From an optimization exercise on the open Yosys and OpenROAD flow, aimed at small area, a short achievable clock period and few clock cycles; shortcuts taken in it are not production practice.
At most, simulation tests tie the RTL to the original design; equivalence was not proved.
Function not checked in runs 2, 6 and 7: the RTL went through the layout flow alone.
No driver is modelled on the clock port, so clocking that relies on it looks cheaper here than on a real chip.
Power and IR drop assume default switching activity.

==> flow/design.v <==
`timescale 1ns/10ps
module LBP ( clk, reset, gray_addr, gray_req, gray_ready, gray_data, lbp_addr, lbp_valid, lbp_data, finish);
input   	clk;
input   	reset;
output  [13:0] 	gray_addr;
output reg         	gray_req;
input   	gray_ready;
input   [7:0] 	gray_data;
output reg  [13:0] 	lbp_addr;
output reg  	lbp_valid;
output  [7:0] 	lbp_data;
output reg  	finish;
parameter K = 6;               
localparam H = K + 2;          
localparam JW = 3;                
reg [6:0] r, x;                
reg [JW-1:0] j;                
reg [7:0] sr [0:H];            
reg xnz;                       
reg xe;                        
reg rz;                        
reg ncz;                       
reg [7:0] lq;                  
reg zq;                        
assign lbp_data = {lq[7:6], lq[5] & !zq, lq[4:0]};
assign gray_addr = {r, x};
wire colend = !ncz;
wire [6:0] r_down = r + 7'd1;
wire [6:0] r_top = r - (H-1);
wire [6:0] r_strip = {r[6:1], 1'b0};
wire [6:0] r_n = !colend ? r_down : xnz ? r_top : r_strip;
wire [6:0] x_dec = x - 7'd1;
wire [6:0] x_n = colend ? x_dec : x;
always @(posedge clk or posedge reset) begin
    if (reset) begin
        r <= 7'd0;
        x <= 7'd0;
        j <= 0;
        ncz <= 1'b0;
        xnz <= 1'b0;
        xe <= 1'b0;
        rz <= 1'b1;
        gray_req <= 1'b0;
        lbp_valid <= 1'b0;
        finish <= 1'b0;
    end else begin
        gray_req <= 1'b1;
        r <= r_n;
        x <= x_n;
        ncz <= colend | (j != 1);
        if (colend) begin
            j <= H-1;
            xnz <= (x != 7'd1);
            xe <= (x == 7'd127) | !xnz;
            rz <= xnz ? (r == H-1) | (r == H) : rz;
        end else begin
            j <= j - 1;
            rz <= (r == 7'd0);
        end
        lbp_valid <= (j <= H-3) | rz;
        finish <= finish | (lbp_valid & (lbp_addr == {7'd126, 7'd1}));
    end
end
wire [7:0] c  = sr[H];
function [1:0] cmp2;
    input [7:0] a, b;
    reg [7:0] g, e;
    reg [3:0] g1, e1;
    reg [1:0] g2, e2;
    integer k;
    begin
        g = a & ~b;
        e = ~(a ^ b);
        for (k = 0; k < 4; k = k + 1) begin
            g1[k] = g[2*k+1] | (e[2*k+1] & g[2*k]);
            e1[k] = e[2*k+1] & e[2*k];
        end
        for (k = 0; k < 2; k = k + 1) begin
            g2[k] = g1[2*k+1] | (e1[2*k+1] & g1[2*k]);
            e2[k] = e1[2*k+1] & e1[2*k];
        end
        cmp2[1] = g2[1] | (e2[1] & g2[0]) | (e2[1] & e2[0]);
        cmp2[0] = ~(g2[1] | (e2[1] & g2[0]));
    end
endfunction
wire [1:0] rdl = cmp2(gray_data, c);
wire [1:0] rlt = cmp2(sr[0], c);
wire [1:0] rul = cmp2(sr[1], c);
wire [1:0] rdn = cmp2(sr[H-1], c);
reg [H:0]   d2;    
reg [H-1:0] d4;    
reg [H-2:0] d7;    
reg         d1;    
wire [7:0] code = {d7[H-2], rdn[1], rdl[1], d4[H-1], rlt[1], d2[H], d1, rul[1]};
wire zero = rz | xe;
integer i;
always @(posedge clk) begin
    sr[0] <= gray_data;
    for (i = 1; i <= H; i = i + 1)
        sr[i] <= sr[i-1];
    d2 <= {d2[H-1:0], rdl[0]};
    d4 <= {d4[H-2:0], rlt[0]};
    d7 <= {d7[H-3:0], rul[0]};
    d1 <= rdn[0];
    lbp_addr <= {r - 7'd1, x + 7'd1};
    lq <= {zero ? 2'b0 : code[7:6], code[5], zero ? 5'b0 : code[4:0]};
    zq <= zero;
end
endmodule
==> flow/flow/run.sh <==
#!/bin/bash
# Standard layout (the standard.sh), with three changes made through
# ORFS's own hooks and variables:
# - the port buffers are buf_2 cells;
# - flow/clock_tree.tcl builds the clock tree (four clkbuf_16, driven by the
#   clock port, each driving a quarter of the flip-flops) in place of TritonCTS;
# - flow/split_outputs.tcl, after CTS, buffers the address logic off the
#   registers that drive the gray_addr ports.
# make's output goes to make.log here; ORFS's per-step logs stay in orfs/logs.
set -euo pipefail
export BUFFER_PORTS_ARGS="-buffer_cell sky130_fd_sc_hd__buf_2"
export PRE_CTS_TCL="$PWD/flow/clock_tree.tcl"
export POST_CTS_TCL="$PWD/flow/split_outputs.tcl"
export FLOW_TREE_NB=4
export FLOW_TREE_CELL=sky130_fd_sc_hd__clkbuf_16
bash standard.sh > make.log 2>&1
==> flow/flow/clock_tree.tcl <==
# Run by ORFS's cts.tcl before clock_tree_synthesis (PRE_CTS_TCL).
# Builds a one-level clock tree: the clock port drives FLOW_TREE_NB clock
# buffers, each driving the flip-flops of one group. The groups are made by
# sorting the flip-flops by x into FLOW_TREE_NB/2 columns and splitting each
# column by y into two halves, so every group has about the same size and
# every flip-flop sees the same buffer delay. Each buffer is put at the centre
# of its group; cts.tcl legalizes the placement afterwards. TritonCTS is then
# told to skip these nets, so it adds nothing.
proc my_tree {nb cell} {
  set block [ord::get_db_block]
  set net [$block findNet clk]
  set sinks {}
  foreach it [$net getITerms] {
    set inst [$it getInst]
    if {[[$inst getMaster] isSequential]} {
      set bb [$inst getBBox]
      lappend sinks [list [$inst getName]/[[$it getMTerm] getName] \
        [expr {([$bb xMin] + [$bb xMax]) / 2}] [expr {([$bb yMin] + [$bb yMax]) / 2}]]
    }
  }
  set n [llength $sinks]
  set ncol [expr {$nb / 2}]
  set sx [lsort -integer -index 1 $sinks]
  set groups {}
  for {set c 0} {$c < $ncol} {incr c} {
    set col [lsort -integer -index 2 \
      [lrange $sx [expr {$c * $n / $ncol}] [expr {($c + 1) * $n / $ncol - 1}]]]
    set m [llength $col]
    lappend groups [lrange $col 0 [expr {$m / 2 - 1}]]
    lappend groups [lrange $col [expr {$m / 2}] end]
  }
  set dbu [$block getDbUnitsPerMicron]
  set i 0
  foreach g $groups {
    set pins {}
    set xs 0
    set ys 0
    foreach s $g {
      lappend pins [get_pins [lindex $s 0]]
      set xs [expr {$xs + [lindex $s 1]}]
      set ys [expr {$ys + [lindex $s 2]}]
    }
    set k [llength $g]
    set x [expr {double($xs) / $k / $dbu}]
    set y [expr {double($ys) / $k / $dbu}]
    insert_buffer -buffer_cell $cell -net clk -load_pins $pins -location [list $x $y] \
      -buffer_name clktree_$i -net_name clktree_net_$i
    puts "clock tree: group $i has $k flip-flops, buffer at ($x, $y)"
    incr i
  }
  set skip [list clk]
  foreach inst [$block getInsts] {
    if {[string match clktree_* [$inst getName]]} {
      set onet [[$inst findITerm X] getNet]
      $onet setSigType CLOCK
      lappend skip [$onet getName]
    }
  }
  set_cts_config -skip_nets $skip
  # connect the new buffers' supply pins with the platform's rules (pdn.tcl)
  add_global_connection -net {VDD} -inst_pattern {clktree_.*} -pin_pattern {VPWR} -power
  add_global_connection -net {VDD} -inst_pattern {clktree_.*} -pin_pattern {VPB}
  add_global_connection -net {VSS} -inst_pattern {clktree_.*} -pin_pattern {VGND} -ground
  add_global_connection -net {VSS} -inst_pattern {clktree_.*} -pin_pattern {VNB}
  global_connect
}
my_tree $::env(FLOW_TREE_NB) $::env(FLOW_TREE_CELL)
==> flow/flow/split_outputs.tcl <==
# Run by ORFS's cts.tcl at its end (POST_CTS_TCL).
# The registers that drive the gray_addr ports also feed the address logic.
# Give each of them a buffer for that logic, next to the register, so the
# register itself drives only its port buffer and this one buffer.
proc my_split_outputs {pattern cell} {
  set block [ord::get_db_block]
  set n 0
  foreach bt [$block getBTerms] {
    if {[$bt getIoType] ne "OUTPUT" || ![string match $pattern [$bt getName]]} { continue }
    set pbuf ""
    foreach it [[$bt getNet] getITerms] {
      if {[$it isOutputSignal]} { set pbuf [$it getInst] }
    }
    if {$pbuf eq ""} { continue }
    set ain ""
    foreach it [$pbuf getITerms] {
      if {[$it isInputSignal]} { set ain $it }
    }
    set net [$ain getNet]
    set drv ""
    set loads {}
    foreach it [$net getITerms] {
      if {[$it isOutputSignal]} {
        set drv [$it getInst]
      } elseif {[$it isInputSignal] && $it ne $ain} {
        lappend loads [get_pins [[$it getInst] getName]/[[$it getMTerm] getName]]
      }
    }
    if {$drv eq "" || ![[$drv getMaster] isSequential] || [llength $loads] == 0} { continue }
    set dbu [$block getDbUnitsPerMicron]
    set loc [$drv getLocation]
    insert_buffer -buffer_cell $cell -net [$net getName] -load_pins $loads \
      -location [list [expr {double([lindex $loc 0]) / $dbu}] [expr {double([lindex $loc 1]) / $dbu}]] \
      -buffer_name outsplit_$n
    incr n
  }
  puts "split loads off $n output registers"
  add_global_connection -net {VDD} -inst_pattern {outsplit_.*} -pin_pattern {VPWR} -power
  add_global_connection -net {VDD} -inst_pattern {outsplit_.*} -pin_pattern {VPB}
  add_global_connection -net {VSS} -inst_pattern {outsplit_.*} -pin_pattern {VGND} -ground
  add_global_connection -net {VSS} -inst_pattern {outsplit_.*} -pin_pattern {VNB}
  global_connect
  detailed_placement
  check_placement
}
my_split_outputs {gray_addr*} sky130_fd_sc_hd__buf_1
==> flow/standard.sh <==
#!/bin/bash
# synth_recipe.tcl (not shown) runs the flow's synth.tcl, then flattens the netlist and writes it again
# the make line also repeats each setting of config.mk as NAME=value (left out here)
make -C /OpenROAD-flow-scripts/flow DESIGN_CONFIG=/design/flow/config.mk WORK_HOME=/design/flow/orfs CLKGATE_MAP_FILE= SYNTH_SCRIPT=/design/flow/synth_recipe.tcl "${@:-finish}"
==> flow/config.mk <==
export PLATFORM = sky130hd
export DESIGN_NAME = LBP
export DESIGN_NICKNAME = LBP
export VERILOG_FILES = /design/flow/design.v
export SDC_FILE = /design/flow/constraint.sdc
export NUM_CORES = 4
export LEC_CHECK = 0
export CAP_MARGIN = 20
export CORE_MARGIN = 2
export CORE_UTILIZATION = 60
export PLACE_DENSITY = 0.8
export SETUP_SLACK_MARGIN = 2.4
export SLEW_MARGIN = 20
==> flow/constraint.sdc <==
create_clock -name core_clock -period 4.0 [get_ports {clk}]
set_input_delay 0.8000 -clock core_clock [delete_from_list [all_inputs] [get_ports {clk}]]
set_output_delay 0.8000 -clock core_clock [all_outputs]
set_load 0.01 [all_outputs]
==> run summary, run 1 <==
- Yosys top cell by area: dfxtp_1
- Cell internal pwr: 1760 µW
- Largest net degree at the start of global routing: 37
- Worst r2r src: sr[8][5]
- Area fraction of the dominant cell type after synthesis: 52.1%
- Crit Path Max Fanout: 1
- Hold Path Cell Cnt: 0
- Synth cell types: 40
- First-pass GRT wire length: 11.9 mm
- Core area: 7330 µm²
- Internal reg-to-reg setup slack: 2.52 ns
- Die area: 8400 µm²
- Slowest-stage cell, CP: dfxtp_1
- Final setup viols: 0
- Net count, final: 475
- Register area share after synthesis: 65.2%
- Peak supply drop: 0.000240 V
- Crit path largest cell delay: 0.33 ns
- Non-Filler Instances: 521
- Die Wd: 91.7 µm
- Crit-path cells: nor2b_2 -> buf_2
- Syn Area/Cell: 12.5 µm²
- RSZ-0062 raised after global routing: yes
- Worst Tran Pin Value: 0.661 ns
- Worst Setup End Kind: output pin
- Sw Share: 19.1%
- Reg power frac: 70.8%
- Critical R2R Capture: d1
- Vias in the first global route: 2666
- Syn nets: 421
- Drt first pass iters: 4
- Skew final: 0.00781 ns
- Layout Utilization: 70.0%
- Crit share post-route: 39.3%
- Ys async rst share: 16.7%
- Power Dens Cells: 424 nW/µm²
- Clock share of power: 23.5%
- Top cells by area, synth: dfxtp_1 52%, dfrtp_1 12%, ha_1 11%, xnor2_1 2.5%, o21ai_0 1.7%
- Clock Latency Late Sink: 0.18 ns
- Status: finished clean
- Layout area overhead: 11.3%
- EDFF count, synth: 0
- Slew HR: 55.9%
- Post-Route WL: 6.88 mm
- Vias: 2657
- Most common cell in the netlist: dfxtp_1
- Starting Density: 62.9%
- DR WL/cell: 13.2 µm
- Port Buf Inserts: 48
- Final count of hold timing violations: 0
- Ys flop type: dfxtp_1
- Overall power: 2180 µW
- CTS clk-pin slew, worst paths: 0.12 ns
- WP data arrival: 0.77 ns
- Post-synth top cells: 120 x dfxtp_1, 40 x ha_1, 23 x dfrtp_1, 19 x nor2_1
- Leak pwr: 0.00231 µW
- Fmax: 637 MHz
- Delay-heaviest family, CP: flip-flops
- Die height: 91.7 µm
- Ratio of cells with drive above 1 in the final layout: 17.5%
- Gpl congestion: 0.775
- Final min period: 1.57 ns
- Setup crit start kind: register
- Worst hold start: sr[6][0]
- Slew Limit Fails: 0
- ANT nets after route: 0
- Placed Cells: 503
- Grt ovf: 0
- Buffer and inverter count on the worst path: 1
- Total track usage: 16.9%
- Row cnt: 31
- Comb power frac: 5.7%
- Switching power: 415 µW
- DP HPWL: 4.95 mm
- Critical Path RT: 3.20 ns
- Min-Delay Path Class: register to register
- Hold Path Sink: sr[7][0]
- Via density: 5.10
- Drt drc: 0
- Cell Area, Synth: 4610 µm²
- CP Class: register to output pin
- Total negative slack: 0 ns
- Initial antenna violation count: 0
- Yosys reg bits: 144
- Ant diodes: 0
- Synth warn: 2
- Cells after Synth: 370
- DRT iter0 DRCs: 63
- Maximum Capacitance Violations: 0
- FF-to-FF path depth: 6
- Boundary pin count: 50
==> layout make-up, without the clock buffers <==
class | instances | area [µm²]
Timing Repair Buffer | 62 | 310
Inverter | 18 | 71.3
Tap cell | 99 | 124
Sequential cell | 144 | 3000
Multi-Input combinational cell | 194 | 1520
Fill cell | 528 | 2200
==> metal layers <==
metal / vias up / part of all wire, % / GRT usage [%]
li1: 1343 / - / -
met1: 1254 / 45 / 22.1
met2: 55 / 50 / 31.9
met3: 5 / 4.2 / 1.23
met4: 0 / 0.73 / 1.14
met5: - / 0 / 0
==> logic make-up (layout without fill, tap and decap cells) <==
logic type	count (synthesis)	after routing	synth area share [%]
xor gates and xnor gates	22	22	4.18
and+or+nand+nor	76	76	8.60
other	1	1	0.0814
adders and majority gates	40	40	10.9
muxes	2	2	0.434
AOI/OAI and AO/OA	53	53	6.87
buffers and inverters	32	84	3.80
DFF	144	144	65.2
==> sequential cells by signal, summed over array words and instances (netlist names), 3 cells and up <==
register and flops:
lq 8, lbp_addr 14, j 3, d2 9, d4 8, x 7, d7 7, sr 72
r 7
==> per-stage QoR <==
step	hold slack, ns	area (µm²)	setup slack [ns]
after floorplan	0.310	4610	2.41
after global placement	0.311	4870	2.23
after detailed placement	0.312	4870	2.19
after global routing	0.340	5130	2.39
final	0.339	5130	2.43
==> power by group through the flow <==
stage | clock network [µW] | logic (µW) | registers, µW
2_1_floorplan | 0 | 85.9 | 1560
3_3_place_gp | 0 | 104 | 1570
3_5_place_dp | 0 | 111 | 1570
5_1_grt | 578 | 142 | 1550
6_report | 512 | 124 | 1540
==> worst max-delay path by stage <==
stage | to | depth (start not counted) | start | slack [ns]
2_1_floorplan | lq[5] | 5 | gray_data[0] | 2.41
3_3_place_gp | lq[5] | 6 | gray_data[0] | 2.23
3_5_place_dp | lq[5] | 6 | gray_data[0] | 2.19
5_1_grt | lbp_data[5] | 2 | lq[5] | 2.39
6_report | lbp_data[5] | 2 | lq[5] | 2.43
==> layout by cell type (no fill, tap or decap), drive strengths merged, types with 6 or more instances in the layout <==
master / netlist / final
dfxtp: 120 / 120
buf: 14 / 58
ha: 40 / 40
dfrtp: 23 / 23
nor2: 19 / 19
nand2: 18 / 18
o21ai: 18 / 18
inv: 18 / 17
a21oi: 16 / 16
xnor2: 13 / 13
nand3: 9 / 9
xor2: 9 / 9
clkbuf: 0 / 8
a21o: 6 / 6
nor3: 6 / 6
Testbench counts, summed over its fixed seeds: cycles 387,126.
==> run 2: changes to the inputs <==
--- a/flow/design.v
+++ b/flow/design.v
@@ -24,2 +24,3 @@
 reg zq;                        
+reg lastq;                     
 assign lbp_data = {lq[7:6], lq[5] & !zq, lq[4:0]};
@@ -45,2 +46,3 @@
         finish <= 1'b0;
+        lastq <= 1'b0;
     end else begin
@@ -60,3 +62,4 @@
         lbp_valid <= (j <= H-3) | rz;
-        finish <= finish | (lbp_valid & (lbp_addr == {7'd126, 7'd1}));
+        lastq <= colend & !xnz & (&r);
+        finish <= finish | lastq;
     end
==> run summary, run 2 <==
- Worst hold start: sr[5][5] (was sr[6][0])
- Boundary pin count: 50 (unchanged)
- CP Class: register to register (was register to output pin)
- ANT nets after route: 0 (unchanged)
- Ant diodes: 0 (unchanged)
- Pre-CTS setup slack: 2.20 ns (was 2.19 ns)
- Peak supply drop: 0.000248 V (was 0.000240 V)
- Top reg by flops: sr (unchanged)
- EDFF count, synth: 0 (unchanged)
- Cells after Synth: 366 (was 370)
- Layout Utilization: 70.1% (was 70.0%)
- Setup crit start kind: register (unchanged)
- Grt ovf: 0 (unchanged)
- Total negative slack: 0 ns (unchanged)
- Synth Area in Simple Gates: 7.94% (was 8.60%)
- Core area: 7330 µm² (unchanged)
- Status: finished clean (unchanged)
- Synth warn: 2 (unchanged)
- Net count, final: 474 (was 475)
- Ratio of cells with drive above 1 in the final layout: 19.7% (was 17.5%)
- Most common cell in the netlist: dfxtp_1 (unchanged)
- Largest family of logic cells by synthesized area: adder cells (unchanged)
- Most common cell after layout, fill and taps aside: dfxtp_1 (unchanged)
- Gpl congestion: 0.832 (was 0.775)
- Slew HR: 63.7% (was 55.9%)
- Mux contribution to synthesized area: 0.438% (was 0.434%)
- WHS: 0.329 ns (was 0.339 ns)
- DR WL/cell: 13.3 µm (was 13.2 µm)
- Post-Synth XOR/XNOR Area: 4.38% (was 4.18%)
- Maximum Capacitance Violations: 0 (unchanged)
- Final WS setup: 2.39 ns (was 2.43 ns)
- Crit. Startpoint: r[0] (was lq[5])
- Leak pwr: 0.00232 µW (was 0.00231 µW)
- Synth cell types: 44 (was 40)
- Clock Latency Late Sink: 0.18 ns (about the same)
- Layout area overhead: 12.4% (was 11.3%)
- Register area share after synthesis: 66.3% (was 65.2%)
- Syn nets: 416 (was 421)
- Adder-Cell Fraction of Synth Area: 10.7% (was 10.9%)
- Die height: 91.3 µm (was 91.7 µm)
- Starting Density: 62.4% (was 62.9%)
- Syn Area/Cell: 12.5 µm² (about the same)
- Worst Setup End Kind: register (was output pin)
- Port Buf Inserts: 48 (unchanged)
- CTS clk-pin slew, worst paths: 0.12 ns (about the same)
- Fmax: 620 MHz (was 637 MHz)
- Worst r2r src: r[0] (was sr[8][5])
- Most frequent cells in the layout: 120 x dfxtp_1, 49 x buf_2, 35 x ha_1 (was 120 x dfxtp_1, 46 x buf_2, 35 x ha_1)
- Area fraction of the dominant cell type after synthesis: 52.5% (was 52.1%)
- RSZ-0062 raised after global routing: yes (unchanged)
- DRT iter0 DRCs: 105 (was 63)
- Final min period: 1.61 ns (was 1.57 ns)
- Slew Limit Fails: 0 (unchanged)
- Row cnt: 31 (unchanged)
- Initial antenna violation count: 0 (unchanged)
- Worst Tran Pin Value: 0.544 ns (was 0.661 ns)
- DP HPWL: 4.64 mm (was 4.95 mm)
- Final count of hold timing violations: 0 (unchanged)
- Crit Path Max Fanout: 5 (was 1)
- Min-Delay Path Class: register to register (unchanged)
- First-pass GRT wire length: 11.2 mm (was 11.9 mm)
- Max reg flops: 72 (unchanged)
- Yosys top cell by area: dfxtp_1 (unchanged)
- Skew final: 0.0126 ns (was 0.00781 ns)
- Ys flop type: dfxtp_1 (unchanged)
- Largest net degree at the start of global routing: 38 (was 37)
- Total track usage: 15.9% (was 16.9%)
- Regs by FF count: sr (72), lbp_addr (14), d2 (9) (unchanged)
- Yosys reg bits: 145 (was 144)
- Vias in the first global route: 2495 (was 2666)
- Post-synth top cells: 120 x dfxtp_1, 39 x ha_1, 24 x dfrtp_1, 20 x inv_1, 19 x nand2_1 (was 120 x dfxtp_1, 40 x ha_1, 23 x dfrtp_1, 19 x nor2_1)
- Top cells by area, synth: dfxtp_1 53%, dfrtp_1 13%, ha_1 11%, xnor2_1 2.9%, a21oi_1 1.8% (was dfxtp_1 52%, dfrtp_1 12%, ha_1 11%, xnor2_1 2.5%, o21ai_0 1.7%)
- Final setup viols: 0 (unchanged)
- Cell Area, Synth: 4570 µm² (was 4610 µm²)
- Die Wd: 91.3 µm (was 91.7 µm)
- Via density: 5.06 (was 5.10)
- WP data arrival: 1.69 ns (was 0.77 ns)
- Critical Path RT: 4.07 ns (was 3.20 ns)
- Post-Route WL: 6.94 mm (was 6.88 mm)
- Compound-Gate Fraction of Synth Area: 6.79% (was 6.87%)
- Crit share post-route: 40.3% (was 39.3%)
- Drt first pass iters: 4 (unchanged)
- Drt drc: 0 (unchanged)
- Power Dens Cells: 427 nW/µm² (was 424 nW/µm²)
- Vias: 2636 (was 2657)
- Die area: 8330 µm² (was 8400 µm²)
- Ys async rst share: 17.2% (was 16.7%)
[run 2: cell types whose count changed after synthesis, sizes merged, moves of 3 or more]
cell,before,now
buf,14,9
nand3,9,5
clkbuf,0,4
xnor2,13,16
xor2,9,6
a32oi,0,3
[run 2: report_power, final]
group	leakage [µW]	internal [µW]	switching (µW)	total, µW
Sequential	0.00130	1530	21.0	1550
Combinational	0.000973	55.1	72.2	127
Clock	0.0000493	188	330	517
[run 2: logic make-up (layout without fill, tap and decap cells)]
group / count (synthesis) / after routing
flops: 145 / 145
xor+xnor: 22 / 22
simple gates: 72 / 72
other cells: 1 / 1
fa+ha+maj: 39 / 39
buf+inv: 33 / 89
mux: 2 / 2
compound gates: 52 / 52
[run 2: path summary, 6_finish.rpt]
| check | to | slack (ns) | depth (start not counted) |
|---|---|---|---|
| max | r[6] | 2.39 | 6 |
| min | sr[6][5] | 0.33 | 0 |
| max reg2reg | r[6] | 2.39 | 6 |
| min reg2reg | sr[6][5] | 0.33 | 0 |
| max in group asynchronous | ncz | 3.00 | 2 |
| min in group asynchronous | x[1] | 0.65 | 2 |
[run 2: per-layer routing]
layer,global-route usage [%],routed length [µm],vias to the layer above,share of wire [%]
met2,29.1,3530,64,51
met1,21.3,3090,1249,45
met5,0,0,-,0
met4,1.39,42,0,0.60
met3,1.49,277,4,4.0
li1,-,-,1319,-
[run 2: through the flow]
step | area (µm²) | power (µW) | instances
2_1_floorplan | 4570 | 1660 | 366
3_3_place_gp | 4850 | 1680 | 500
3_5_place_dp | 4850 | 1690 | 500
5_1_grt | 5140 | 2270 | 521
6_report | 5140 | 2190 | 521
[run 2: final cells by class, without the clock buffers]
| type | count | area [µm²] |
|---|---|---|
| repair buffers | 65 | 319 |
| fillers | 526 | 2190 |
| well taps | 99 | 124 |
| inverters | 20 | 78.8 |
| flip-flops and latches | 145 | 3030 |
| multi-input cells | 188 | 1480 |
[run 2: critical path: stages, from the launching register on]
cell	delay [ns]
dfrtp_1	0.37
buf_1	0.22
ha_1	0.23
nand2_1	0.12
nor3_1	0.29
a32oi_1	0.13
xnor2_1	0.15
==> run 3: changes to the inputs <==
--- a/flow/design.v
+++ b/flow/design.v
@@ -24,3 +24,2 @@
 reg zq;                        
-reg lastq;                     
 assign lbp_data = {lq[7:6], lq[5] & !zq, lq[4:0]};
@@ -46,3 +45,2 @@
         finish <= 1'b0;
-        lastq <= 1'b0;
     end else begin
@@ -62,4 +60,3 @@
         lbp_valid <= (j <= H-3) | rz;
-        lastq <= colend & !xnz & (&r);
-        finish <= finish | lastq;
+        finish <= finish | (lbp_valid & (lbp_addr == {7'd126, 7'd1}));
     end
==> flow/flow/run.sh (replaced) <==
#!/bin/bash
# Standard layout (the standard.sh), with three changes made through
# ORFS's own hooks and variables:
# - the port buffers are buf_2 cells;
# - before CTS (flow/pre_cts.tcl), flow/clock_tree.tcl builds the clock tree
#   (four clkbuf_16, driven by the clock port, each driving a quarter of the
#   flip-flops) in place of TritonCTS, and flow/split_outputs.tcl buffers the
#   address logic off the registers that drive the gray_addr ports.
# make's output goes to make.log here; ORFS's per-step logs stay in orfs/logs.
set -euo pipefail
export BUFFER_PORTS_ARGS="-buffer_cell sky130_fd_sc_hd__buf_2"
export PRE_CTS_TCL="$PWD/flow/pre_cts.tcl"
export FLOW_TREE_NB=4
export FLOW_TREE_CELL=sky130_fd_sc_hd__clkbuf_16
export FLOW_SPLIT_CELL=sky130_fd_sc_hd__buf_2
bash standard.sh > make.log 2>&1
==> flow/flow/pre_cts.tcl (new file) <==
# Run by ORFS's cts.tcl before clock_tree_synthesis (PRE_CTS_TCL).
source [file join [file dirname [info script]] clock_tree.tcl]
source [file join [file dirname [info script]] split_outputs.tcl]
--- a/flow/flow/split_outputs.tcl
+++ b/flow/flow/split_outputs.tcl
@@ -1,2 +1,2 @@
-# Run by ORFS's cts.tcl at its end (POST_CTS_TCL).
+# Run by flow/pre_cts.tcl, before clock_tree_synthesis.
 # The registers that drive the gray_addr ports also feed the address logic.
@@ -45,2 +45,2 @@
 }
-my_split_outputs {gray_addr*} sky130_fd_sc_hd__buf_1
+my_split_outputs {gray_addr*} $::env(FLOW_SPLIT_CELL)
==> run summary, run 3 <==
- Status: finished clean (unchanged)
- Slew Limit Fails: 0 (unchanged)
- Post-Route WL: 6.91 mm (was 6.94 mm)
- First-pass GRT wire length: 12.0 mm (was 11.2 mm)
- Final count of hold timing violations: 0 (unchanged)
- Slew HR: 56.2% (was 63.7%)
- Gpl congestion: 0.775 (was 0.832)
- Drt drc: 0 (unchanged)
- Wl on met1: 3.14 mm (was 3.09 mm)
- Skew final: 0.00729 ns (was 0.0126 ns)
- Met3 wire length: 274 µm (was 277 µm)
- Maximum Capacitance Violations: 0 (unchanged)
- Net count, final: 475 (was 474)
- Regs by FF count: sr (72), lbp_addr (14), d2 (9) (unchanged)
- Ys flop type: dfxtp_1 (unchanged)
- Die Wd: 91.7 µm (was 91.3 µm)
- Switching power: 419 µW (was 423 µW)
- Drt first pass iters: 4 (unchanged)
- Placed Area: 4870 µm² (was 4850 µm²)
- Top cells by area, synth: dfxtp_1 52%, dfrtp_1 12%, ha_1 11%, xnor2_1 2.5%, o21ai_0 1.7% (was dfxtp_1 53%, dfrtp_1 13%, ha_1 11%, xnor2_1 2.9%, a21oi_1 1.8%)
- Die area: 8400 µm² (was 8330 µm²)
- Syn Area/Cell: 12.5 µm² (about the same)
- EDFF count, synth: 0 (unchanged)
- Cell Area, Synth: 4610 µm² (was 4570 µm²)
- Ant diodes: 0 (unchanged)
- Port Buf Inserts: 48 (unchanged)
- Top layer in use: met4 (unchanged)
- Sw Share: 19.2% (was 19.3%)
- Post-synth top cells: 120 x dfxtp_1, 40 x ha_1, 23 x dfrtp_1, 19 x nor2_1 (was 120 x dfxtp_1, 39 x ha_1, 24 x dfrtp_1, 20 x inv_1, 19 x nand2_1)
- Most common cell after layout, fill and taps aside: dfxtp_1 (unchanged)
- DP HPWL: 4.95 mm (was 4.64 mm)
- Postcts setup bufs: 0
- Final min period: 1.57 ns (was 1.61 ns)
- Starting Density: 62.9% (was 62.4%)
- DR WL/cell: 13.3 µm (about the same)
- Critical Path RT: 3.20 ns (was 4.07 ns)
- Cells after Synth: 370 (was 366)
- Fmax: 638 MHz (was 620 MHz)
- Top reg by flops: sr (unchanged)
- Clock Latency Late Sink: 0.18 ns (about the same)
- Power Dens Cells: 425 nW/µm² (was 427 nW/µm²)
- ANT nets after route: 0 (unchanged)
- Ys async rst share: 16.7% (was 17.2%)
- Die height: 91.7 µm (was 91.3 µm)
- Final setup viols: 0 (unchanged)
- Worst Setup End Kind: output pin (was register)
- Initial antenna violation count: 0 (unchanged)
- Yosys top cell by area: dfxtp_1 (unchanged)
- Most frequent cells in the layout: 120 x dfxtp_1, 60 x buf_2, 35 x ha_1 (was 120 x dfxtp_1, 49 x buf_2, 35 x ha_1)
- Grt ovf: 0 (unchanged)
- RSZ-0062 raised after global routing: yes (unchanged)
- Layout area overhead: 11.4% (was 12.4%)
- Total negative slack: 0 ns (unchanged)
- Worst Tran Pin Value: 0.657 ns (was 0.544 ns)
- Register area share after synthesis: 65.2% (was 66.3%)
- Synth cell types: 40 (was 44)
- Vias in the first global route: 2674 (was 2495)
- FILL cells: 529 (was 526)
- CTS clk-pin slew, worst paths: 0.12 ns (about the same)
- DRT iter0 DRCs: 57 (was 105)
- Synth warn: 2 (unchanged)
- Most common cell in the netlist: dfxtp_1 (unchanged)
- CP Class: register to output pin (was register to register)
- Yosys reg bits: 144 (was 145)
- Row cnt: 31 (unchanged)
- Comb power frac: 5.7% (was 5.8%)
- Largest net degree at the start of global routing: 37 (was 38)
- Core area: 7330 µm² (unchanged)
- Crit Path Max Fanout: 1 (was 5)
- Ratio of cells with drive above 1 in the final layout: 19.7% (unchanged)
- WP data arrival: 0.77 ns (was 1.69 ns)
- Vias: 2653 (was 2636)
- Reg power frac: 70.6% (about the same)
- Clock share of power: 23.7% (was 23.6%)
- Setup crit start kind: register (unchanged)
- Total track usage: 17.0% (was 15.9%)
- Max reg flops: 72 (unchanged)
- Via density: 5.09 (was 5.06)
- Area fraction of the dominant cell type after synthesis: 52.1% (was 52.5%)
- Met2 Wirelength: 3.45 mm (was 3.53 mm)
- Boundary pin count: 50 (unchanged)
- Cell internal pwr: 1760 µW (was 1770 µW)
- Peak supply drop: 0.000240 V (was 0.000248 V)
- Min-Delay Path Class: register to register (unchanged)
- Post-route cell area: 5140 µm² (about the same)
- Syn nets: 421 (was 416)
- Leak pwr: 0.00234 µW (was 0.00232 µW)
- Crit share post-route: 39.2% (was 40.3%)
## run 3: cell types whose count changed after synthesis, sizes merged, moves of 3 or more
cell    change
buf         +5
clkbuf      -4
nand3       +4
a32oi       -3
xnor2       -3
xor2        +3
## run 3: worst max-delay path, stage by stage, from the launching register on
cell and delay, ns:
dfxtp_1 0.33, nor2b_2 0.13, buf_2 0.13
## run 3: timing repair
| action | 4_1_cts | 5_1_grt |
|---|---|---|
| hold buffers | 0 | 0 |
| setup endpoints to repair | 25 | 5 |
| gates resized for setup | 16 | 2 |
| pin swaps | 8 | 1 |
| endpoints found under the hold margin | 0 | 0 |
## run 3: worst paths after layout
check	from	end	slack, ns	depth (start not counted)
max in group asynchronous	reset	rz	3.00	2
setup reg to reg	x[2]	xnz	2.50	4
hold reg to reg	d7[1]	d7[2]	0.34	0
hold / removal	d7[1]	d7[2]	0.34	0
setup / recovery	lq[5]	lbp_data[5]	2.43	2
min in group asynchronous	reset	xnz	0.66	2
## run 3: logic make-up after synthesis
family	synth area share (%)
adder cells (fa/ha/maj)	10.9
flip-flops	65.2
AO/OA/AOI/OAI	6.87
XOR/XNOR	4.18
other	0.0814
buffers and inverters	3.80
AND/OR/NAND/NOR	8.60
multiplexers	0.434
## run 3: stage by stage
| step | std cells | total power, µW | utilization, % | hold slack [ns] | setup WS (ns) |
|---|---|---|---|---|---|
| after detailed placement | 503 | 1680 | 66.4 | 0.312 | 2.19 |
| after CTS | 521 | 2100 | 70.0 | 0.312 | 2.28 |
| final | 521 | 2180 | 70.1 | 0.338 | 2.43 |
| after floorplan | 370 | 1650 | - | 0.310 | 2.41 |
| after global routing | 521 | 2270 | 70.1 | 0.340 | 2.39 |
| after global placement | 503 | 1670 | 66.4 | 0.311 | 2.23 |
## run 3: per-layer routing
metal	GRT usage, %	vias up
met3	1.23	4
met1	22.0	1256
met2	32.3	53
li1	-	1340
met4	1.14	0
met5	0	-
## run 3: power groups by stage
stage          clock, µW  combinational (µW)  sequential, µW
5_1_grt              578                 142            1550
3_5_place_dp           0                 111            1570
2_1_floorplan          0                85.9            1560
4_1_cts              401                 126            1570
6_report             516                 124            1540
3_3_place_gp           0                 104            1570
## run 3: cell type report, without the clock buffers
cell class | instances | area (µm²) | area share, %
multi-input combinational | 194 | 1510 | 29.5
tap | 99 | 124 | 2.41
timing repair buffer | 62 | 323 | 6.29
sequential | 144 | 3000 | 58.5
inverter | 18 | 71.3 | 1.39
Testbench counts of run 3, summed over its fixed seeds: cycles 387,126.
==> run 4: changes to the inputs <==
--- a/flow/config.mk
+++ b/flow/config.mk
@@ -11,3 +11,3 @@
 export PLACE_DENSITY = 0.8
-export SETUP_SLACK_MARGIN = 2.4
+export SETUP_SLACK_MARGIN = 2.45
 export SLEW_MARGIN = 20
==> run summary, run 4 <==
- Register area share after synthesis: 65.2% (unchanged)
- Maximum Capacitance Violations: 0 (unchanged)
- Ys async rst share: 16.7% (unchanged)
- Crit Path Max Fanout: 1 (unchanged)
- Row cnt: 31 (unchanged)
- Ant diodes: 0 (unchanged)
- Most common cell after layout, fill and taps aside: dfxtp_1 (unchanged)
- DR WL/cell: 13.5 µm (was 13.3 µm)
- Leak pwr: 0.00238 µW (was 0.00234 µW)
- Initial antenna violation count: 0 (unchanged)
- EDFF count, synth: 0 (unchanged)
- Port Buf Inserts: 48 (unchanged)
- Starting Density: 62.9% (unchanged)
- FF-to-FF path depth: 6 (was 4)
- Cell Area, Synth: 4610 µm² (unchanged)
- Vias in the first global route: 2672 (was 2674)
- Post-Route WL: 7.09 mm (was 6.91 mm)
- Status: finished clean (unchanged)
- Synth warn: 2 (unchanged)
- Clock Latency Late Sink: 0.18 ns (about the same)
- Crit-path cells: nor2b_4 -> buf_6 (was nor2b_2 -> buf_2)
- Grt ovf: 0 (unchanged)
- FF/Latch Area: 3010 µm² (was 3000 µm²)
- Final setup viols: 0 (unchanged)
- Internal reg-to-reg setup slack: 2.51 ns (was 2.50 ns)
- Layout area overhead: 14.1% (was 11.4%)
- Setup crit start kind: register (unchanged)
- Fmax: 647 MHz (was 638 MHz)
- Ys flop type: dfxtp_1 (unchanged)
- Clock share of power: 23.4% (was 23.7%)
- Largest net degree at the start of global routing: 37 (unchanged)
- Total track usage: 16.8% (was 17.0%)
- DRT iter0 DRCs: 89 (was 57)
- Yosys reg bits: 144 (unchanged)
- Top reg by flops: sr (unchanged)
- Switching power: 422 µW (was 419 µW)
- Cell internal pwr: 1770 µW (was 1760 µW)
- Sw Share: 19.2% (about the same)
- CP Class: register to output pin (unchanged)
- Comb power frac: 6.4% (was 5.7%)
- Slew Limit Fails: 0 (unchanged)
- DP HPWL: 4.84 mm (was 4.95 mm)
- Slew HR: 63.5% (was 56.2%)
- Post-synth top cells: 120 x dfxtp_1, 40 x ha_1, 23 x dfrtp_1, 19 x nor2_1 (unchanged)
- Boundary pin count: 50 (unchanged)
- Regs by FF count: sr (72), lbp_addr (14), d2 (9) (unchanged)
- Final count of hold timing violations: 0 (unchanged)
- Crit share post-route: 38.6% (was 39.2%)
- WP data arrival: 0.74 ns (was 0.77 ns)
- Critical Path RT: 3.20 ns (about the same)
- Die Wd: 91.7 µm (unchanged)
- Most frequent cells in the layout: 119 x dfxtp_1, 55 x buf_2, 33 x ha_1 (was 120 x dfxtp_1, 60 x buf_2, 35 x ha_1)
- Net count, final: 480 (was 475)
- Final WS setup: 2.46 ns (was 2.43 ns)
- Hold Path Sink: sr[7][2] (was d7[2])
- Skew final: 0.00520 ns (was 0.00729 ns)
- Crit path largest cell delay: 0.34 ns (was 0.33 ns)
- Hold buffer count at CTS: 0 (unchanged)
- Hold Path Cell Cnt: 0 (unchanged)
- Drt first pass iters: 4 (unchanged)
- Worst r2r src: sr[8][5] (was x[2])
- Delay-heaviest family, CP: flip-flops (unchanged)
- FILL cells: 500 (was 529)
- Pre-CTS setup slack: 2.23 ns (was 2.19 ns)
- Critical R2R Capture: lq[3] (was xnz)
- Area occupied by multi-input gates: 1570 µm² (was 1510 µm²)
- Peak supply drop: 0.000316 V (was 0.000240 V)
- Max reg flops: 72 (unchanged)
- ANT nets after route: 0 (unchanged)
- Min-Delay Path Class: register to register (unchanged)
- First-pass GRT wire length: 11.9 mm (was 12.0 mm)
- Slowest-stage cell, CP: dfxtp_2 (was dfxtp_1)
- RSZ-0062 raised after global routing: yes (unchanged)
- Top cells by area, synth: dfxtp_1 52%, dfrtp_1 12%, ha_1 11%, xnor2_1 2.5%, o21ai_0 1.7% (unchanged)
- Yosys top cell by area: dfxtp_1 (unchanged)
- Die area: 8400 µm² (unchanged)
- Die height: 91.7 µm (unchanged)
- Worst hold start: sr[6][2] (was d7[1])
- Total negative slack: 0 ns (unchanged)
- Ratio of cells with drive above 1 in the final layout: 22.7% (was 19.7%)
- Area fraction of the dominant cell type after synthesis: 52.1% (unchanged)
- Reg power frac: 70.2% (was 70.6%)
- Synth cell types: 40 (unchanged)
- Syn nets: 421 (unchanged)
- Syn Area/Cell: 12.5 µm² (unchanged)
- Via density: 5.09 (about the same)
- Gpl congestion: 0.757 (was 0.775)
- Core area: 7330 µm² (unchanged)
- Buffer and inverter count on the worst path: 1 (unchanged)
- Final min period: 1.54 ns (was 1.57 ns)
- Power Dens Cells: 417 nW/µm² (was 425 nW/µm²)
- Cells after Synth: 370 (unchanged)
- Vias: 2676 (was 2653)
- Worst Tran Pin Value: 0.547 ns (was 0.657 ns)
- Worst Setup End Kind: output pin (unchanged)
- CTS clk-pin slew, worst paths: 0.12 ns (about the same)
- Drt drc: 0 (unchanged)
- Most common cell in the netlist: dfxtp_1 (unchanged)
==> run 4: worst reg2reg max path: stages (launching register included) <==
cell and delay, ns:
dfxtp_1 0.34, inv_2 0.07, ha_1 0.32, a211oi_1 0.30, nor2_1 0.08, nor2_1 0.18
a21oi_1 0.10
==> run 4: area by class of cell, without the clock buffers <==
cell class                 count  area share (%)
multi-input combinational    194            29.8
timing repair buffer          67            7.45
tap                           99            2.35
sequential                   144            57.2
inverter                      18            1.36
==> run 4: repair_timing <==
action,in CTS,in global routing
buffers inserted,0,5
hold endpoints to repair,0,0
pin swaps,13,1
endpoints found under the setup margin,26,26
resized for setup,25,10
==> run 4: power by group through the flow <==
| stage | registers, µW | clock network, µW | logic [µW] |
|---|---|---|---|
| floorplan | 1560 | 0 | 86.4 |
| detailed placement | 1570 | 0 | 112 |
| CTS | 1570 | 401 | 136 |
| global route | 1550 | 579 | 159 |
| finish | 1540 | 513 | 141 |
| global placement | 1570 | 0 | 105 |
==> run 4: worst max-delay path by stage <==
stage / from / end / slack, ns / cells after the start
final: lq[5] / lbp_data[5] / 2.46 / 2
after global placement: gray_data[5] / lq[5] / 2.27 / 5
after CTS: gray_data[0] / lq[5] / 2.30 / 6
after floorplan: gray_data[5] / lq[5] / 2.46 / 4
after global routing: r[0] / gray_addr[7] / 2.42 / 1
after detailed placement: gray_data[5] / lq[5] / 2.23 / 5
==> run 4: cells by family (layout without fill, tap and decap cells) <==
kind of cell,Yosys count,in the layout,synth area share [%]
AND/OR/NAND/NOR,76,76,8.60
other,1,1,0.0814
flip-flops,144,144,65.2
multiplexers,2,2,0.434
AO/OA/AOI/OAI,53,53,6.87
XOR/XNOR,22,22,4.18
buffers and inverters,32,89,3.80
adder cells (fa/ha/maj),40,40,10.9
==> run 4: stage by stage <==
step                      std cells  hold WS, ns  total power, µW  utilization, %  cell area (µm²)
final                           526        0.336             2190            71.8             5260
after floorplan                 370        0.310             1650               -             4610
after detailed placement        503        0.312             1680            66.4             4870
after global placement          503        0.311             1670            66.4             4870
after CTS                       521        0.312             2110            71.0             5200
after global routing            526        0.336             2290            71.8             5260
==> run 4: routing by layer <==
metal	part of all wire [%]	wire, µm	GRT usage [%]
met3	5.4	385	1.64
met2	49	3510	31.8
met5	0	0	0
met4	0.63	45	1.26
met1	44	3160	21.7
==> run 5: changes to the inputs <==
--- a/flow/config.mk
+++ b/flow/config.mk
@@ -11,3 +11,3 @@
 export PLACE_DENSITY = 0.8
-export SETUP_SLACK_MARGIN = 2.45
+export SETUP_SLACK_MARGIN = 2.35
 export SLEW_MARGIN = 20
==> run summary, run 5 <==
- Register area share after synthesis: 65.2% (unchanged)
- Leak pwr: 0.00234 µW (was 0.00238 µW)
- Yosys reg bits: 144 (unchanged)
- Initial antenna violation count: 0 (unchanged)
- Synth warn: 2 (unchanged)
- Total negative slack: 0 ns (unchanged)
- Synth cell types: 40 (unchanged)
- Ant diodes: 0 (unchanged)
- Core area: 7330 µm² (unchanged)
- Min-Delay Path Class: register to register (unchanged)
- Clock Latency Late Sink: 0.18 ns (about the same)
- Area fraction of the dominant cell type after synthesis: 52.1% (unchanged)
- Internal reg-to-reg setup slack: 2.50 ns (was 2.51 ns)
- DR WL/cell: 13.1 µm (was 13.5 µm)
- Final count of hold timing violations: 0 (unchanged)
- CP Class: register to output pin (unchanged)
- Crit-path cells: nor2b_1 -> buf_2 (was nor2b_4 -> buf_6)
- Maximum Capacitance Violations: 0 (unchanged)
- Syn Area/Cell: 12.5 µm² (unchanged)
- Peak supply drop: 0.000242 V (was 0.000316 V)
- Setup crit start kind: register (unchanged)
- Power Dens Cells: 426 nW/µm² (was 417 nW/µm²)
- Net count, final: 475 (was 480)
- WHS: 0.338 ns (was 0.336 ns)
- Crit share post-route: 39.8% (was 38.6%)
- Die area: 8400 µm² (unchanged)
- Buffer and inverter count on the worst path: 1 (unchanged)
- Top reg by flops: sr (unchanged)
- Gpl congestion: 0.775 (was 0.757)
- Via density: 5.09 (about the same)
- FILL cells: 539 (was 500)
- Post-Route WL: 6.84 mm (was 7.09 mm)
- Status: finished clean (unchanged)
- ANT nets after route: 0 (unchanged)
- Ratio of cells with drive above 1 in the final layout: 18.2% (was 22.7%)
- Pre-CTS setup slack: 2.19 ns (was 2.23 ns)
- Crit path largest cell delay: 0.33 ns (was 0.34 ns)
- Slowest-stage cell, CP: dfxtp_1 (was dfxtp_2)
- Final setup viols: 0 (unchanged)
- Total track usage: 16.8% (about the same)
- Area occupied by multi-input gates: 1480 µm² (was 1570 µm²)
- CTS clk-pin slew, worst paths: 0.12 ns (about the same)
- Worst Tran Pin Value: 0.656 ns (was 0.547 ns)
- Final min period: 1.59 ns (was 1.54 ns)
- Most common cell after layout, fill and taps aside: dfxtp_1 (unchanged)
- Layout area overhead: 10.7% (was 14.1%)
- Cell Area, Synth: 4610 µm² (unchanged)
- DP HPWL: 4.95 mm (was 4.84 mm)
- Slew HR: 56.2% (was 63.5%)
- Drt first pass iters: 4 (unchanged)
- Layout Utilization: 69.6% (was 71.8%)
- Starting Density: 62.9% (unchanged)
- Final WS setup: 2.41 ns (was 2.46 ns)
- Row cnt: 31 (unchanged)
- Boundary pin count: 50 (unchanged)
- Hold buffer count at CTS: 0 (unchanged)
- Slew Limit Fails: 0 (unchanged)
- Critical Path RT: 3.20 ns (about the same)
- Vias: 2650 (was 2676)
- Ys flop type: dfxtp_1 (unchanged)
- RSZ-0062 raised after global routing: no (was yes)
- Port Buf Inserts: 48 (unchanged)
- Die height: 91.7 µm (unchanged)
- Regs by FF count: sr (72), lbp_addr (14), d2 (9) (unchanged)
- DRT iter0 DRCs: 53 (was 89)
- Top cells by area, synth: dfxtp_1 52%, dfrtp_1 12%, ha_1 11%, xnor2_1 2.5%, o21ai_0 1.7% (unchanged)
- Largest net degree at the start of global routing: 37 (unchanged)
- Skew final: 0.00634 ns (was 0.00520 ns)
- Crit Path Max Fanout: 1 (unchanged)
- WP data arrival: 0.79 ns (was 0.74 ns)
- Grt ovf: 0 (unchanged)
- Syn nets: 421 (unchanged)
- Cells after Synth: 370 (unchanged)
- Fmax: 629 MHz (was 647 MHz)
- FF/Latch Area: 3000 µm² (was 3010 µm²)
- Drt drc: 0 (unchanged)
- Most frequent cells in the layout: 120 x dfxtp_1, 60 x buf_2, 37 x ha_1 (was 119 x dfxtp_1, 55 x buf_2, 33 x ha_1)
- Worst Setup End Kind: output pin (unchanged)
- Most common cell in the netlist: dfxtp_1 (unchanged)
- First-pass GRT wire length: 11.9 mm (about the same)
- Max reg flops: 72 (unchanged)
- Delay-heaviest family, CP: flip-flops (unchanged)
- Ys async rst share: 16.7% (unchanged)
- Post-synth top cells: 120 x dfxtp_1, 40 x ha_1, 23 x dfrtp_1, 19 x nor2_1 (unchanged)
- EDFF count, synth: 0 (unchanged)
- Yosys top cell by area: dfxtp_1 (unchanged)
- Die Wd: 91.7 µm (unchanged)
- Vias in the first global route: 2651 (was 2672)
## run 5: cell counts after synthesis
Identical to the previous run, type by type.
## run 5: per-layer routing
| layer | share of wire [%] | track usage, % | up-vias |
|---|---|---|---|
| met3 | 3.9 | 1.23 | 4 |
| met5 | 0 | 0 | - |
| li1 | - | - | 1343 |
| met1 | 46 | 22.0 | 1253 |
| met2 | 50 | 31.9 | 50 |
| met4 | 0.73 | 1.14 | 0 |
## run 5: worst reg2reg max path: stages, from the launching register on
cell	delay, ns
dfxtp_1	0.33
inv_1	0.09
ha_1	0.32
a21oi_1	0.13
nor2_1	0.05
a211oi_1	0.30
a21boi_0	0.21
## run 5: final timing paths
kind / start / depth (start not counted) / end
min reg2reg: sr[6][0] / 0 / sr[7][0]
min: sr[6][0] / 0 / sr[7][0]
max in group asynchronous: reset / 2 / rz
min in group asynchronous: reset / 2 / r[3]
max: lq[5] / 2 / lbp_data[5]
max reg2reg: sr[8][5] / 6 / d1
## run 5: what timing repair did
| item | CTS | global route |
|---|---|---|
| setup endpoints to repair | 25 | 0 |
| setup buffers | 0 | 0 |
| gates resized for setup | 12 | 0 |
## run 5: kinds of logic (layout without fill, tap and decap cells)
| family | after synthesis | in the layout | share of synthesized area, % |
|---|---|---|---|
| compound gates | 53 | 53 | 6.87 |
| xor+xnor | 22 | 22 | 4.18 |
| fa+ha+maj | 40 | 40 | 10.9 |
| buf+inv | 32 | 84 | 3.80 |
| flops | 144 | 144 | 65.2 |
| mux | 2 | 2 | 0.434 |
| other cells | 1 | 1 | 0.0814 |
| simple gates | 76 | 76 | 8.60 |
## run 5: layout make-up, without the clock buffers
type                       instances  share of cell area (%)
inverter                          18                    1.40
multi-input combinational        194                    29.0
sequential                       144                    58.9
tap                               99                    2.43
timing repair buffer              62                    6.33
## run 5: report_power, final
| group | leakage, µW | internal [µW] | switching (µW) |
|---|---|---|---|
| clock | 0.0000493 | 187 | 327 |
| combinational | 0.00100 | 52.9 | 66.4 |
| sequential | 0.00129 | 1520 | 21.8 |
| total | 0.00234 | 1760 | 415 |
## run 5: through the flow
step | std cells | power, µW | cell area, µm²
after detailed placement | 503 | 1680 | 4870
after CTS | 521 | 2100 | 5100
final | 521 | 2170 | 5100
after global placement | 503 | 1670 | 4870
after global routing | 521 | 2260 | 5100
after floorplan | 370 | 1650 | 4610
==> run 6: changes to the inputs <==
--- a/flow/design.v
+++ b/flow/design.v
@@ -24,2 +24,3 @@
 reg zq;                        
+reg lastq;                     
 assign lbp_data = {lq[7:6], lq[5] & !zq, lq[4:0]};
@@ -45,2 +46,3 @@
         finish <= 1'b0;
+        lastq <= 1'b0;
     end else begin
@@ -60,3 +62,4 @@
         lbp_valid <= (j <= H-3) | rz;
-        finish <= finish | (lbp_valid & (lbp_addr == {7'd126, 7'd1}));
+        lastq <= colend & !xnz & (&r);
+        finish <= finish | lastq;
     end
--- a/flow/config.mk
+++ b/flow/config.mk
@@ -11,3 +11,3 @@
 export PLACE_DENSITY = 0.8
-export SETUP_SLACK_MARGIN = 2.35
+export SETUP_SLACK_MARGIN = 2.4
 export SLEW_MARGIN = 20
==> run summary, run 6 <==
- Status: finished clean (unchanged)
- Max reg flops: 72 (unchanged)
- RSZ-0062 raised after global routing: yes (was no)
- Boundary pin count: 50 (unchanged)
- Yosys top cell by area: dfxtp_1 (unchanged)
- Regs by FF count: sr (72), lbp_addr (14), d2 (9) (unchanged)
- Crit share post-route: 39.1% (was 39.8%)
- Register area share after synthesis: 66.3% (was 65.2%)
- Worst Tran Pin Value: 0.526 ns (was 0.656 ns)
- Maximum Capacitance Violations: 0 (unchanged)
- Overall power: 2190 µW (was 2170 µW)
- Starting Density: 62.4% (was 62.9%)
- Most common cell in the netlist: dfxtp_1 (unchanged)
- Via density: 5.10 (was 5.09)
- Final min period: 1.56 ns (was 1.59 ns)
- Internal reg-to-reg setup slack: 2.44 ns (was 2.50 ns)
- Yosys reg bits: 145 (was 144)
- FF/Latch Area: 3030 µm² (was 3000 µm²)
- Drt first pass iters: 4 (unchanged)
- Clock Latency Late Sink: 0.18 ns (about the same)
- Crit path depth: 2 (unchanged)
- Skew final: 0.00932 ns (was 0.00634 ns)
- Leak pwr: 0.00236 µW (was 0.00234 µW)
- Final count of hold timing violations: 0 (unchanged)
- Ant diodes: 0 (unchanged)
- Peak supply drop: 0.000244 V (was 0.000242 V)
- Vias in the first global route: 2502 (was 2651)
- Most frequent cells in the layout: 120 x dfxtp_1, 60 x buf_2, 35 x ha_1 (was 120 x dfxtp_1, 60 x buf_2, 37 x ha_1)
- Initial antenna violation count: 0 (unchanged)
- Critical Path RT: 3.20 ns (about the same)
- Top reg by flops: sr (unchanged)
- Hold buffer count at CTS: 0 (unchanged)
- Fmax: 640 MHz (was 629 MHz)
- Ys flop type: dfxtp_1 (unchanged)
- Area occupied by multi-input gates: 1480 µm² (unchanged)
- Net count, final: 475 (unchanged)
- Syn nets: 416 (was 421)
- Most common cell after layout, fill and taps aside: dfxtp_1 (unchanged)
- Post-synth top cells: 120 x dfxtp_1, 39 x ha_1, 24 x dfrtp_1, 20 x inv_1, 19 x nand2_1 (was 120 x dfxtp_1, 40 x ha_1, 23 x dfrtp_1, 19 x nor2_1)
- Min-Delay Path Class: register to register (unchanged)
- Row cnt: 31 (unchanged)
- Synth cell types: 44 (was 40)
- FILL cells: 517 (was 539)
- Grt ovf: 0 (unchanged)
- Cells after Synth: 366 (was 370)
- DRT iter0 DRCs: 121 (was 53)
- Drt drc: 0 (unchanged)
- Vias: 2661 (was 2650)
- Setup crit start kind: register (unchanged)
- First-pass GRT wire length: 11.2 mm (was 11.9 mm)
- Largest net degree at the start of global routing: 38 (was 37)
- Area fraction of the dominant cell type after synthesis: 52.5% (was 52.1%)
- Worst Setup EP: lbp_data[5] (unchanged)
- Die area: 8330 µm² (was 8400 µm²)
- Post-Route WL: 6.86 mm (was 6.84 mm)
- Total negative slack: 0 ns (unchanged)
- DP HPWL: 4.64 mm (was 4.95 mm)
- Ys async rst share: 17.2% (was 16.7%)
- Crit path largest cell delay: 0.32 ns (was 0.33 ns)
- Slew HR: 64.8% (was 56.2%)
- Total track usage: 15.9% (was 16.8%)
- Slew Limit Fails: 0 (unchanged)
- CTS clk-pin slew, worst paths: 0.12 ns (about the same)
- Synth warn: 2 (unchanged)
- Buffer and inverter count on the worst path: 1 (unchanged)
- Crit-path cells: nor2b_1 -> buf_2 (unchanged)
- CP Class: register to output pin (unchanged)
- Port Buf Inserts: 48 (unchanged)
- Cell Area, Synth: 4570 µm² (was 4610 µm²)
- EDFF count, synth: 0 (unchanged)
- Crit Path Max Fanout: 1 (unchanged)
- Worst Setup End Kind: output pin (unchanged)
- Delay-heaviest family, CP: flip-flops (unchanged)
- Die Wd: 91.3 µm (was 91.7 µm)
- Die height: 91.3 µm (was 91.7 µm)
- Slowest-stage cell, CP: dfxtp_1 (unchanged)
- Final setup viols: 0 (unchanged)
- Critical R2R Capture: x[6] (was d1)
- ANT nets after route: 0 (unchanged)
- Ratio of cells with drive above 1 in the final layout: 22.2% (was 18.2%)
- Worst r2r src: ncz (was sr[8][5])
- Layout area overhead: 12.9% (was 10.7%)
- Gpl congestion: 0.832 (was 0.775)
- Crit. Startpoint: lq[5] (unchanged)
- Top cells by area, synth: dfxtp_1 53%, dfrtp_1 13%, ha_1 11%, xnor2_1 2.9%, a21oi_1 1.8% (was dfxtp_1 52%, dfrtp_1 12%, ha_1 11%, xnor2_1 2.5%, o21ai_0 1.7%)
- FF-to-FF path depth: 4 (was 6)
- Power Dens Cells: 424 nW/µm² (was 426 nW/µm²)
- DR WL/cell: 13.1 µm (about the same)
- WP data arrival: 0.76 ns (was 0.79 ns)
- Syn Area/Cell: 12.5 µm² (about the same)
- Core area: 7330 µm² (unchanged)
## run 6: where the power goes
part,switching (µW),internal (µW)
Clock,325,187
Combinational,71.8,55.0
Sequential,20.7,1530
## run 6: through the flow
stage               cells  hold slack, ns  setup slack [ns]  instance area [µm²]  util (%)
floorplan             366           0.310              2.43                 4570         -
global placement      500           0.311              2.24                 4850      66.2
detailed placement    500           0.312              2.20                 4850      66.2
CTS                   519           0.312              2.29                 5120      69.8
global route          522           0.338              2.35                 5160      70.4
finish                522           0.333              2.44                 5160      70.4
## run 6: repair_timing
| action | 4_1_cts | 5_1_grt |
|---|---|---|
| endpoints found under the setup margin | 29 | 7 |
| setup buffers | 1 | 3 |
| pin swaps | 10 | 1 |
| resized for setup | 18 | 5 |
## run 6: area by class of cell, without the clock buffers
cell class / instances / area share, %
well taps: 99 / 2.40
flip-flops and latches: 145 / 58.8
inverters: 20 / 1.53
multi-input cells: 188 / 28.7
repair buffers: 66 / 6.69
## run 6: worst min-delay path by stage
| stage | startpoint | to | slack (ns) | cells past startpoint |
|---|---|---|---|---|
| after global routing | sr[6][7] | sr[7][7] | 0.34 | 0 |
| final | sr[5][5] | sr[6][5] | 0.33 | 0 |
| after floorplan | d2[0] | d2[1] | 0.31 | 0 |
| after detailed placement | sr[6][3] | sr[7][3] | 0.31 | 0 |
| after global placement | sr[6][5] | sr[7][5] | 0.31 | 0 |
| after CTS | sr[6][3] | sr[7][3] | 0.31 | 0 |
## run 6: cells by family (layout without fill, tap and decap cells)
kind of cell | Yosys count | in the layout | synth area share [%]
AO/OA/AOI/OAI | 52 | 52 | 6.79
multiplexers | 2 | 2 | 0.438
adder cells (fa/ha/maj) | 39 | 39 | 10.7
buffers and inverters | 33 | 90 | 3.45
flip-flops | 145 | 145 | 66.3
XOR/XNOR | 22 | 22 | 4.38
other | 1 | 1 | 0.0820
AND/OR/NAND/NOR | 72 | 72 | 7.94
## run 6: routing by layer
metal | track usage (%) | up-vias | wire (µm)
met5 | 0 | - | 0
met4 | 1.14 | 0 | 42
met3 | 1.33 | 4 | 281
met2 | 29.3 | 62 | 3470
met1 | 21.4 | 1272 | 3060
li1 | - | 1323 | -
==> run 7: changes to the inputs <==
--- a/flow/config.mk
+++ b/flow/config.mk
@@ -11,3 +11,3 @@
 export PLACE_DENSITY = 0.8
-export SETUP_SLACK_MARGIN = 2.4
+export SETUP_SLACK_MARGIN = 2.45
 export SLEW_MARGIN = 20
==> run summary, run 7 <==
- First-pass GRT wire length: 11.9 mm (was 11.2 mm)
- WP data arrival: 0.76 ns (about the same)
- Regs by FF count: sr (72), lbp_addr (14), d2 (9) (unchanged)
- Sw Share: 19.2% (was 19.1%)
- Clock share of power: 23.4% (about the same)
- Vias: 2650 (was 2661)
- CTS clk-pin slew, worst paths: 0.12 ns (about the same)
- CP Class: register to output pin (unchanged)
- Post-Route WL: 7.06 mm (was 6.86 mm)
- Total track usage: 17.0% (was 15.9%)
- Hold Path Cell Cnt: 0 (unchanged)
- Die area: 8330 µm² (unchanged)
- Critical Path RT: 3.20 ns (about the same)
- RSZ-0062 raised after global routing: yes (unchanged)
- Power Dens Cells: 421 nW/µm² (was 424 nW/µm²)
- Peak supply drop: 0.000270 V (was 0.000244 V)
- Synth cell types: 44 (unchanged)
- Layout area overhead: 14.3% (was 12.9%)
- Slew Limit Fails: 0 (unchanged)
- Gpl congestion: 0.839 (was 0.832)
- Final min period: 1.56 ns (about the same)
- Synth warn: 2 (unchanged)
- Cell internal pwr: 1780 µW (was 1770 µW)
- Worst Setup End Kind: output pin (unchanged)
- Worst Tran Pin Value: 0.521 ns (was 0.526 ns)
- Vias in the first global route: 2656 (was 2502)
- Worst r2r src: ncz (unchanged)
- Most frequent cells in the layout: 119 x dfxtp_1, 60 x buf_2, 33 x ha_1 (was 120 x dfxtp_1, 60 x buf_2, 35 x ha_1)
- Top reg by flops: sr (unchanged)
- Clock Latency Late Sink: 0.18 ns (about the same)
- Largest net degree at the start of global routing: 38 (unchanged)
- Max reg flops: 72 (unchanged)
- Slew HR: 65.2% (was 64.8%)
- Switching power: 423 µW (was 418 µW)
- Ys async rst share: 17.2% (unchanged)
- Status: finished clean (unchanged)
- Crit-path cells: nor2b_4 -> buf_6 (was nor2b_1 -> buf_2)
- Min-Delay Path Class: register to register (unchanged)
- Register area share after synthesis: 66.3% (unchanged)
- Ys flop type: dfxtp_1 (unchanged)
- Die Wd: 91.3 µm (unchanged)
- Drt first pass iters: 4 (unchanged)
- Yosys reg bits: 145 (unchanged)
- Ratio of cells with drive above 1 in the final layout: 24.5% (was 22.2%)
- FILL cells: 487 (was 517)
- Syn nets: 416 (unchanged)
- Most common cell after layout, fill and taps aside: dfxtp_1 (unchanged)
- Setup crit start kind: register (unchanged)
- Area fraction of the dominant cell type after synthesis: 52.5% (unchanged)
- Ant diodes: 0 (unchanged)
- Crit share post-route: 38.9% (was 39.1%)
- Yosys top cell by area: dfxtp_1 (unchanged)
- Initial antenna violation count: 0 (unchanged)
- Cells after Synth: 366 (unchanged)
- Placed Area: 4850 µm² (unchanged)
- Grt ovf: 0 (unchanged)
- Syn Area/Cell: 12.5 µm² (unchanged)
- EDFF count, synth: 0 (unchanged)
- Maximum Capacitance Violations: 0 (unchanged)
- Slowest-stage cell, CP: dfxtp_2 (was dfxtp_1)
- DR WL/cell: 13.5 µm (was 13.1 µm)
- Row cnt: 31 (unchanged)
- Leak pwr: 0.00238 µW (was 0.00236 µW)
- Crit Path Max Fanout: 1 (unchanged)
- DP HPWL: 4.64 mm (about the same)
- Fmax: 642 MHz (was 640 MHz)
- Via density: 5.06 (was 5.10)
- Boundary pin count: 50 (unchanged)
- Overall power: 2200 µW (was 2190 µW)
- Final setup viols: 0 (unchanged)
- Skew final: 0.00811 ns (was 0.00932 ns)
- Final count of hold timing violations: 0 (unchanged)
- Reg power frac: 70.5% (was 70.8%)
- Top cells by area, synth: dfxtp_1 53%, dfrtp_1 13%, ha_1 11%, xnor2_1 2.9%, a21oi_1 1.8% (unchanged)
- Cell Area, Synth: 4570 µm² (unchanged)
- Drt drc: 0 (unchanged)
- DRT iter0 DRCs: 96 (was 121)
- Worst hold start: sr[6][3] (was sr[5][5])
- Most common cell in the netlist: dfxtp_1 (unchanged)
- Port Buf Inserts: 48 (unchanged)
- Post-synth top cells: 120 x dfxtp_1, 39 x ha_1, 24 x dfrtp_1, 20 x inv_1, 19 x nand2_1 (unchanged)
- Crit path largest cell delay: 0.34 ns (was 0.32 ns)
- Post-route cell area: 5230 µm² (was 5160 µm²)
- Crit. Startpoint: lq[5] (unchanged)
- Die height: 91.3 µm (unchanged)
- FF-to-FF path depth: 4 (unchanged)
- Layout Utilization: 71.3% (was 70.4%)
- Total negative slack: 0 ns (unchanged)
- ANT nets after route: 0 (unchanged)
- Comb power frac: 6.1% (was 5.8%)
- Starting Density: 62.4% (unchanged)
- Core area: 7330 µm² (unchanged)
- Net count, final: 477 (was 475)
run 7: cell counts after synthesis:
No cell type changed its count.
run 7: power groups by stage:
stage          sequential [µW]  combinational, µW  clock (µW)
2_1_floorplan             1570               86.5           0
3_3_place_gp              1580                105           0
3_5_place_dp              1580                112           0
4_1_cts                   1580                127         403
5_1_grt                   1560                151         571
6_report                  1550                134         515
run 7: final timing paths:
path                                     to  slack, ns
min in group asynchronous            finish       0.65
worst min-delay path               sr[7][3]       0.34
max in group asynchronous               ncz       3.01
worst max-delay path            lbp_data[5]       2.44
worst min register to register     sr[7][3]       0.34
worst max register to register         x[6]       2.45
run 7: logic make-up after synthesis:
group / synth area share (%)
buffers and inverters: 3.45
other: 0.0820
adders and majority gates: 10.7
xor gates and xnor gates: 4.38
and+or+nand+nor: 7.94
DFF: 66.3
AOI/OAI and AO/OA: 6.79
muxes: 0.438
run 7: cell type report, without the clock buffers:
type,count,area [µm²],share of cell area (%)
timing repair buffer,68,364,6.97
multi-input combinational,188,1530,29.2
inverter,20,78.8,1.51
tap,99,124,2.37
sequential,145,3030,58.0
run 7: through the flow:
stage	instances	setup slack, ns	hold slack, ns
after floorplan	366	2.46	0.310
after global placement	500	2.27	0.311
after detailed placement	500	2.26	0.312
after CTS	518	2.31	0.312
after global routing	524	2.39	0.342
final	524	2.44	0.337
run 7: repair_timing:
action                                  in CTS  in global routing
buffers inserted                             0                  6
pin swaps                                    8                  2
gates cloned                                 0                  0
hold buffers                                 0                  0
endpoints found under the setup margin      32                 22
resized for setup                           16                 17
run 7: metal layers:
| metal | track usage (%) | part of all wire (%) | wire [µm] |
|---|---|---|---|
| met1 | 22.6 | 45 | 3170 |
| met3 | 1.41 | 3.8 | 270 |
| met4 | 2.65 | 1.6 | 114 |
| met5 | 0 | 0 | 0 |
| met2 | 31.0 | 50 | 3500 |
run 7: critical path, delay by kind of cell, from the launching register on:
| family | cells | cell delay (ns) |
|---|---|---|
| buffers and inverters | 1 | 0.10 |
| DFF | 1 | 0.34 |
| and+or+nand+nor | 1 | 0.14 |

separate check: timing with driven ports:
How much do the figures lean on ideal ports? The routed layouts below were timed once more, with nothing changed but the port constraints.
Step 1 assumes that a clkbuf_16 drives the clock port and a buf_2 every other input.
Step 2, shift: input delay + t, output delay - t, t = (earliest + latest rising clock arrival at the registers) / 2. This alone moves slack from input paths to output paths.
a / b / c = ideal ports / drivers / drivers and shift; a / b = the first two.
run | shift t [ns] | slack for setup (ns) | worst setup path at the end | slew at the worst register clock pin (ns) | worst slew at a driven data input, ns
run 1 | 0.247 | 2.430 / 2.356 / 2.292 | input to register | 0.12 / 0.12 | 0.04
run 2 | 0.248 | 2.388 / 2.363 / 2.295 | input to register | 0.12 / 0.12 | 0.03
run 3 | 0.247 | 2.432 / 2.358 / 2.293 | input to register | 0.12 / 0.12 | 0.04
run 4 | 0.246 | 2.455 / 2.382 / 2.352 | input to register | 0.12 / 0.12 | 0.04
run 5 | 0.247 | 2.410 / 2.336 / 2.280 | input to register | 0.12 / 0.12 | 0.04
run 6 | 0.248 | 2.437 / 2.364 / 2.281 | input to register | 0.12 / 0.12 | 0.03
run 7 | 0.247 | 2.443 / 2.368 / 2.316 | input to register | 0.12 / 0.12 | 0.03
After both steps setup and hold are still met in every run listed. For run 6, which loses most, drivers alone change the setup slack by -0.073 ns; drivers and shift together by -0.156 ns.
